What follows belongs to an exercise in optimizing a design on an open flow for a short achievable clock period, few clock cycles and low power; a production flow would make more cautious choices. Function was checked by simulation only, so behaviour that the tests miss may differ from the original. Power and IR drop assume default switching activity.

// mips_multi_cycle
module mips_multi_cycle (rst, clk, memwrite, memread, adr, inst, writedata);
  input rst, clk;
  output [31:0] adr, writedata;
  input [31:0] inst;
  output memread, memwrite;
  reg [31:0] A;                   
  reg [31:0] B;                   
  reg        x_sub, x_and, x_or, x_slt, x_link;
  reg [4:0]  x_wa;                
  reg [7:0]  eqp;                 
  reg [10:0] ea_hi;               
  reg [6:0]  ea_lo;               
  reg        ea_c;                
  reg [10:0] btgt;                
  reg [10:0] j_tgt;               
  reg        xv;                  
  reg        s_lw;                
  reg        s_mem;               
  reg        mw;                  
  reg        s_ea;                
  reg        s_j;                 
  reg        s_beq;               
  reg        s_seq;               
  reg [11:0] pcn;                 
  wire [31:0] s;
  wire        co;
  pfx_add #(32, 5) ADD(.a(A), .b(B), .ci(x_sub), .s(s), .co(co));
  wire [31:0] y  = x_and  ? (A & B) :
                   x_or   ? (A | B) :
                   x_slt  ? {31'd0, ~co} :
                   x_link ? {18'd0, pcn, 2'b00} : s;
  wire        we = xv | s_lw;
  wire [31:0] wd = s_mem ? inst : y;
  wire [3:0] ea_h0, ea_h1;
  pfx_add #(4, 2) EA0(.a(A[12:9]), .b(ea_hi[10:7]), .ci(1'b0), .s(ea_h0), .co());
  pfx_add #(4, 2) EA1(.a(A[12:9]), .b(ea_hi[10:7]), .ci(1'b1), .s(ea_h1), .co());
  wire [10:0] ea = {ea_c ? ea_h1 : ea_h0, ea_lo};
  wire        eq = &eqp;
  wire        tk = s_beq & eq;
  wire [10:0] cur = ({11{s_ea}} & ea) | ({11{s_j}} & j_tgt) | ({11{tk}} & btgt) |
                    ({11{s_seq | (s_beq & ~eq)}} & pcn[10:0]);
  wire [5:0] op = inst[31:26];
  wire [4:0] rs = inst[25:21];
  wire [4:0] rt = inst[20:16];
  wire [4:0] rd = inst[15:11];
  wire [5:0] fn = inst[5:0];
  wire [15:0] imm = inst[15:0];
  ...
==> flow/config.mk <==
export PLATFORM = sky130hd
export DESIGN_NAME = mips_multi_cycle
export DESIGN_NICKNAME = mips_multi_cycle
export VERILOG_FILES = /design/flow/design.v
export SDC_FILE = /design/flow/constraint.sdc
export NUM_CORES = 4
export LEC_CHECK = 0
export CAP_MARGIN = 20
export CORE_MARGIN = 2
export CORE_UTILIZATION = 40
export CTS_CLUSTER_DIAMETER = 100
export CTS_CLUSTER_SIZE = 24
export PLACE_DENSITY = 0.6
export SETUP_SLACK_MARGIN = 5
export SLEW_MARGIN = 20
export TNS_END_PERCENT = 5
==> flow/constraint.sdc <==
create_clock -name core_clock -period 7.5 [get_ports {clk}]
set_input_delay 1.5000 -clock core_clock [delete_from_list [all_inputs] [get_ports {clk}]]
set_output_delay 1.5000 -clock core_clock [all_outputs]
set_load 0.01 [all_outputs]
run.sh (not shown) runs the stock make flow with config.mk's settings and CLKGATE_MAP_FILE= SYNTH_SCRIPT=/design/flow/synth_recipe.tcl, a recipe that flattens the netlist after the stock synthesis.
Testbench counts at the start, summed over its fixed seeds: cycles 64,912.
Edit:
Settings changed: SETUP_SLACK_MARGIN 5 to 4.
Result: Clock-buffer cell count decreases by 2. Sequential share of layout area increases by 0.18 points. Total power barely changes. Hold slack stays flat. Design area decreases by about 0.7%. Non-clock buffer count decreases by 14.

========
## build 30
The RTL this note starts from:
==> flow/design.v <==
module pfx_add #(parameter N = 32, parameter L = 5) (a, b, ci, s, co);
  input  [N-1:0] a, b;
  input          ci;
  output [N-1:0] s;
  output         co;
  wire [N-1:0] g [0:L];
  wire [N-1:0] p [0:L];
  wire [N-1:0] x = a ^ b;
  assign g[0] = (a & b) | {{(N-1){1'b0}}, x[0] & ci};
  assign p[0] = x;
  genvar k, i;
  generate
    for (k = 0; k < L; k = k + 1) begin : lvl
      for (i = 0; i < N; i = i + 1) begin : col
        if (i >= (1 << k)) begin : op
          assign g[k+1][i] = g[k][i] | (p[k][i] & g[k][i - (1 << k)]);
          assign p[k+1][i] = p[k][i] & p[k][i - (1 << k)];
        end else begin : pass
          assign g[k+1][i] = g[k][i];
          assign p[k+1][i] = p[k][i];
        end
      end
    end
  endgenerate
  assign s  = x ^ {g[L][N-2:0], ci};
  assign co = g[L][N-1];
endmodule
module reg_file (clk, rst, we, wa, wd, ra1, ra2, k1, k2, rd1, rd2);
  input clk, rst, we;
  input [4:0] wa, ra1, ra2;
  input k1, k2;
  input [31:0] wd;
  output [31:0] rd1, rd2;
  wire [32*32-1:0] q;
  assign q[31:0] = 32'd0;
  genvar g;
  generate
    for (g = 1; g < 32; g = g + 1) begin : R
      reg [31:0] d;
      always @(posedge clk)
        if (rst) d <= 32'd0;
        else if (we && wa == g) d <= wd;
      assign q[g*32 +: 32] = d;
    end
  endgenerate
  assign rd1 = k1 ? 32'd0 : q[ra1*32 +: 32];
  assign rd2 = k2 ? 32'd0 : q[ra2*32 +: 32];
endmodule
module mips_multi_cycle (rst, clk, memwrite, memread, adr, inst, writedata);
  input rst, clk;
  output [31:0] adr, writedata;
  input [31:0] inst;
  output memread, memwrite;
  reg [31:0] A;                   
  reg [31:0] B;                   
  reg        x_sub, x_and, x_or, x_slt, x_link;
  reg [4:0]  x_wa;                
  reg [7:0]  eqp;                 
  reg [10:0] ea_hi;               
  reg [6:0]  ea_lo;               
  reg        ea_c;                
  reg [10:0] btgt;                
  reg [10:0] j_tgt;               
  reg        xv;                  
  reg        s_lw;                
  reg        s_mem;               
  reg        mw;                  
  reg        s_ea;                
  reg        s_j;                 
  reg        s_beq;               
  reg        s_seq;               
  reg [11:0] pcn;                 
  wire [31:0] s;
  wire        co;
  pfx_add #(32, 5) ADD(.a(A), .b(B), .ci(x_sub), .s(s), .co(co));
  wire [31:0] y  = x_and  ? (A & B) :
                   x_or   ? (A | B) :
                   x_slt  ? {31'd0, ~co} :
                   x_link ? {18'd0, pcn, 2'b00} : s;
  wire        we = xv | s_lw;
  wire [31:0] wd = s_mem ? inst : y;
  wire [3:0] ea_h0, ea_h1;
  pfx_add #(4, 2) EA0(.a(A[12:9]), .b(ea_hi[10:7]), .ci(1'b0), .s(ea_h0), .co());
  pfx_add #(4, 2) EA1(.a(A[12:9]), .b(ea_hi[10:7]), .ci(1'b1), .s(ea_h1), .co());
  wire [10:0] ea = {ea_c ? ea_h1 : ea_h0, ea_lo};
  wire        eq = &eqp;
  wire        tk = s_beq & eq;
  wire [10:0] cur = ({11{s_ea}} & ea) | ({11{s_j}} & j_tgt) | ({11{tk}} & btgt) |
                    ({11{s_seq | (s_beq & ~eq)}} & pcn[10:0]);
  wire [5:0] op = inst[31:26];
  wire [4:0] rs = inst[25:21];
  wire [4:0] rt = inst[20:16];
  wire [4:0] rd = inst[15:11];
  wire [5:0] fn = inst[5:0];
  wire [15:0] imm = inst[15:0];
  wire is_r    = (op == 6'h00);
  wire is_addi = (op == 6'h09);
  wire is_slti = (op == 6'h0A);
  wire is_lw   = (op == 6'h23);
  wire is_sw   = (op == 6'h2B);
  wire is_beq  = (op == 6'h04);
  wire is_j    = (op == 6'h02);
  wire is_jal  = (op == 6'h03);
  wire is_jr   = (op == 6'h06);
  wire f_add = (fn == 6'h20);
  wire f_sub = (fn == 6'h23);
  wire f_or  = (fn == 6'h25);
  wire f_slt = (fn == 6'h2A);
  wire use_imm = is_addi | is_slti;
  wire [4:0] nwa = is_r ? rd : (is_jal ? 5'd31 : rt);
  wire alu_we = (is_r | is_addi | is_slti | is_jal) & (nwa != 5'd0);
  wire hz_rs = xv & (x_wa == rs);
  wire hz_rt = xv & (x_wa == rt);
  wire [31:0] rv1, rv2;
  reg_file RF(.clk(clk), .rst(rst), .we(we), .wa(x_wa), .wd(wd),
              .ra1(rs), .ra2(rt), .k1(hz_rs), .k2(hz_rt), .rd1(rv1), .rd2(rv2));
  wire [31:0] a = rv1 | (y & {32{hz_rs}});
  wire [31:0] b = rv2 | (y & {32{hz_rt}});
  wire [31:0] d = a ^ b;
  wire [7:0]  neqp;
  genvar gi;
  generate
    for (gi = 0; gi < 8; gi = gi + 1) begin : EQ
      assign neqp[gi] = ~|d[gi*4 +: 4];
    end
  endgenerate
  wire [12:0] off = imm[12:0] & {13{~is_jr}};
  wire [9:0]  lo = {1'b0, a[8:0]} + {1'b0, off[8:0]};
  wire [11:0] pc4 = {1'b0, cur} + 12'd1;
  wire [10:0] nbt;
  pfx_add #(11, 4) BT(.a(cur), .b(imm[10:0]), .ci(1'b1), .s(nbt), .co());
  wire [31:0] nb = use_imm ? {{16{imm[15]}}, imm} : b;
  wire        nsub = (is_r & (f_sub | f_slt)) | is_slti;
  always @(posedge clk) begin
    A      <= is_jal ? 32'd0 : a;
    B      <= nb ^ {32{nsub}};
    x_sub  <= nsub;
    x_and  <= is_r & ~(f_add | f_sub | f_or | f_slt);
    x_or   <= is_r & f_or;
    x_slt  <= (is_r & f_slt) | is_slti;
    x_link <= is_jal;
    x_wa   <= nwa;
    eqp    <= neqp;
    ea_hi  <= off[12:2];
    ea_lo  <= lo[8:2];
    ea_c   <= lo[9];
    btgt   <= nbt;
    j_tgt  <= inst[10:0];
    if (rst) begin
      pcn   <= 12'd0;
      xv    <= 1'b0;
      s_lw  <= 1'b0;
      s_mem <= 1'b0;
      mw    <= 1'b0;
      s_ea  <= 1'b0;
      s_j   <= 1'b0;
      s_beq <= 1'b0;
      s_seq <= 1'b1;
    end else if (s_mem) begin
      xv    <= 1'b0;
      s_lw  <= 1'b0;
      s_mem <= 1'b0;
      mw    <= 1'b0;
      s_ea  <= 1'b0;
      s_j   <= 1'b0;
      s_beq <= 1'b0;
      s_seq <= 1'b1;
    end else begin
      pcn   <= pc4;
      xv    <= alu_we;
      s_lw  <= is_lw & (rt != 5'd0);
      s_mem <= is_lw | is_sw;
      mw    <= is_sw;
      s_ea  <= is_lw | is_sw | is_jr;
      s_j   <= is_j | is_jal;
      s_beq <= is_beq;
      s_seq <= ~(is_lw | is_sw | is_jr | is_j | is_jal | is_beq);
    end
  end
  assign memwrite  = mw;
  assign memread   = ~mw;
  assign adr       = {19'd0, cur, 2'b00};
  assign writedata = B;             
endmodule
Settings: LEC_CHECK=0, CAP_MARGIN=20, CORE_MARGIN=2, CORE_UTILIZATION=50, CTS_CLUSTER_DIAMETER=100, CTS_CLUSTER_SIZE=24, PLACE_DENSITY=0.65, SETUP_SLACK_MARGIN=5, SLEW_MARGIN=20, TNS_END_PERCENT=5; clock period 7.5 ns.
Testbench counts of build 30, summed over its fixed seeds: cycles 64,912.
Relative to build 30, the following input files were edited for build 86:
- TNS_END_PERCENT: 5 -> unset
- PLACE_DENSITY: 0.65 -> 0.6
- SETUP_SLACK_MARGIN: 5 -> 4
- CORE_UTILIZATION: 50 -> 40
## What came out
Build 86 -> stages 100% | layout checks FAIL | max-capacitance violations, max-slew violations. Build 86 against build 30: net total in the final layout fell by about 0.7%, share of the clock period used by the worst path fell by 0.89 points, max-slew headroom at the worst pin fell by 29 points. Routed wire length on build 86 is behind build 30. Diff build 30 -> build 86: non-clock buffer count has decreased, wire length of the first global-routing pass saw an increase, total power consumption of the routed design climbed about 4.5%, final cell count went up 367, share of the synthesized area in compound gates (AO/OA/AOI/OAI) stayed essentially flat. Build 86 vs build 30, maximum frequency went up by 3.9 MHz.
> inputs changed (build 86 -> build 40)
- putting TNS_END_PERCENT at 5 where nothing was set
[summary]
On total via count after detailed routing, build 40 does better than build 86.
Summary: final area, build 40 better than build 86
Between build 40 and build 86, total routed wire length on the met1 layer is higher for build 86, build 40 comes in under that.
In build 40 the source-to-sink clock delay at the later pin of the worst-skew pair turned out 30 ps lower than in build 86.
In summary, build 40 completed successfully, with a layout that passed the timing, design-rule and antenna checks.
Comparing build 86 against build 40, there is no change at all in number of sinks handled by clock tree synthesis.
Diff build 86 -> build 40: fraction of area in multi-input gates barely changed, average vias per placed instance dropped 0.10.
--- input diff build 40..build 50 ---
- swapping 4 for 5 in SETUP_SLACK_MARGIN
- swapping 24 for 20 in CTS_CLUSTER_SIZE
Sort build 40 and build 50 by clock group total power desc -> top: build 50. Power per cell area (build 50 vs. build 40) increases slightly. What build 50 reported for count of routing violations after the opening detailed-route iteration has to be multiplied by 0.940 to get the figure for build 40. In the flow results for build 40 and build 50, the wire length on met3 is larger on build 50. Of build 50 and build 40, it is build 50 that has the lower maximum vdd drop.

## separate check: timing with driven ports
The flow's constraints put no driver on any port. The routed layouts listed below were extracted and timed again, unchanged, in two steps.
Step 1, drivers: a clkbuf_16 drives clk and a buf_2 each remaining input, both assumed.
Step 2 adds t to the input delays and takes it off the output delays; t is the mean of the earliest and latest rising clock arrival at the registers after step 1. Input paths then give back, and output paths get back, about the clock's delay inside the block.
Three values: ideal ports, drivers, drivers and shift; two values: the first two.
| run | t, ns | setup slack, ns | hold WS [ns] | worst setup path after step 2 | worst slew at a driven data input, ns |
|---|---|---|---|---|---|
| the first run of note 1 | 0.797 | 3.343 / 3.133 / 2.336 | 0.471 / 0.471 / 0.471 | input to register | 0.42 |
| the second run of note 1 | 0.811 | 3.342 / 3.085 / 2.273 | 0.473 / 0.473 / 0.473 | input to register | 0.57 |
| build 30 | 0.801 | 3.313 / 3.239 / 2.440 | 0.472 / 0.472 / 0.472 | input to register | 0.48 |
| build 86 | 0.822 | 3.380 / 3.255 / 2.433 | 0.475 / 0.475 / 0.475 | input to register | 0.46 |
| build 40 | 0.800 | 3.347 / 3.201 / 2.401 | 0.472 / 0.472 / 0.472 | input to register | 0.45 |
| build 50 | 0.779 | 3.418 / 3.186 / 2.407 | 0.473 / 0.473 / 0.473 | input to register | 0.51 |
The setup slack of the second run of note 1, which loses most, moves by -0.257 ns with the drivers and by -1.069 ns with both steps.
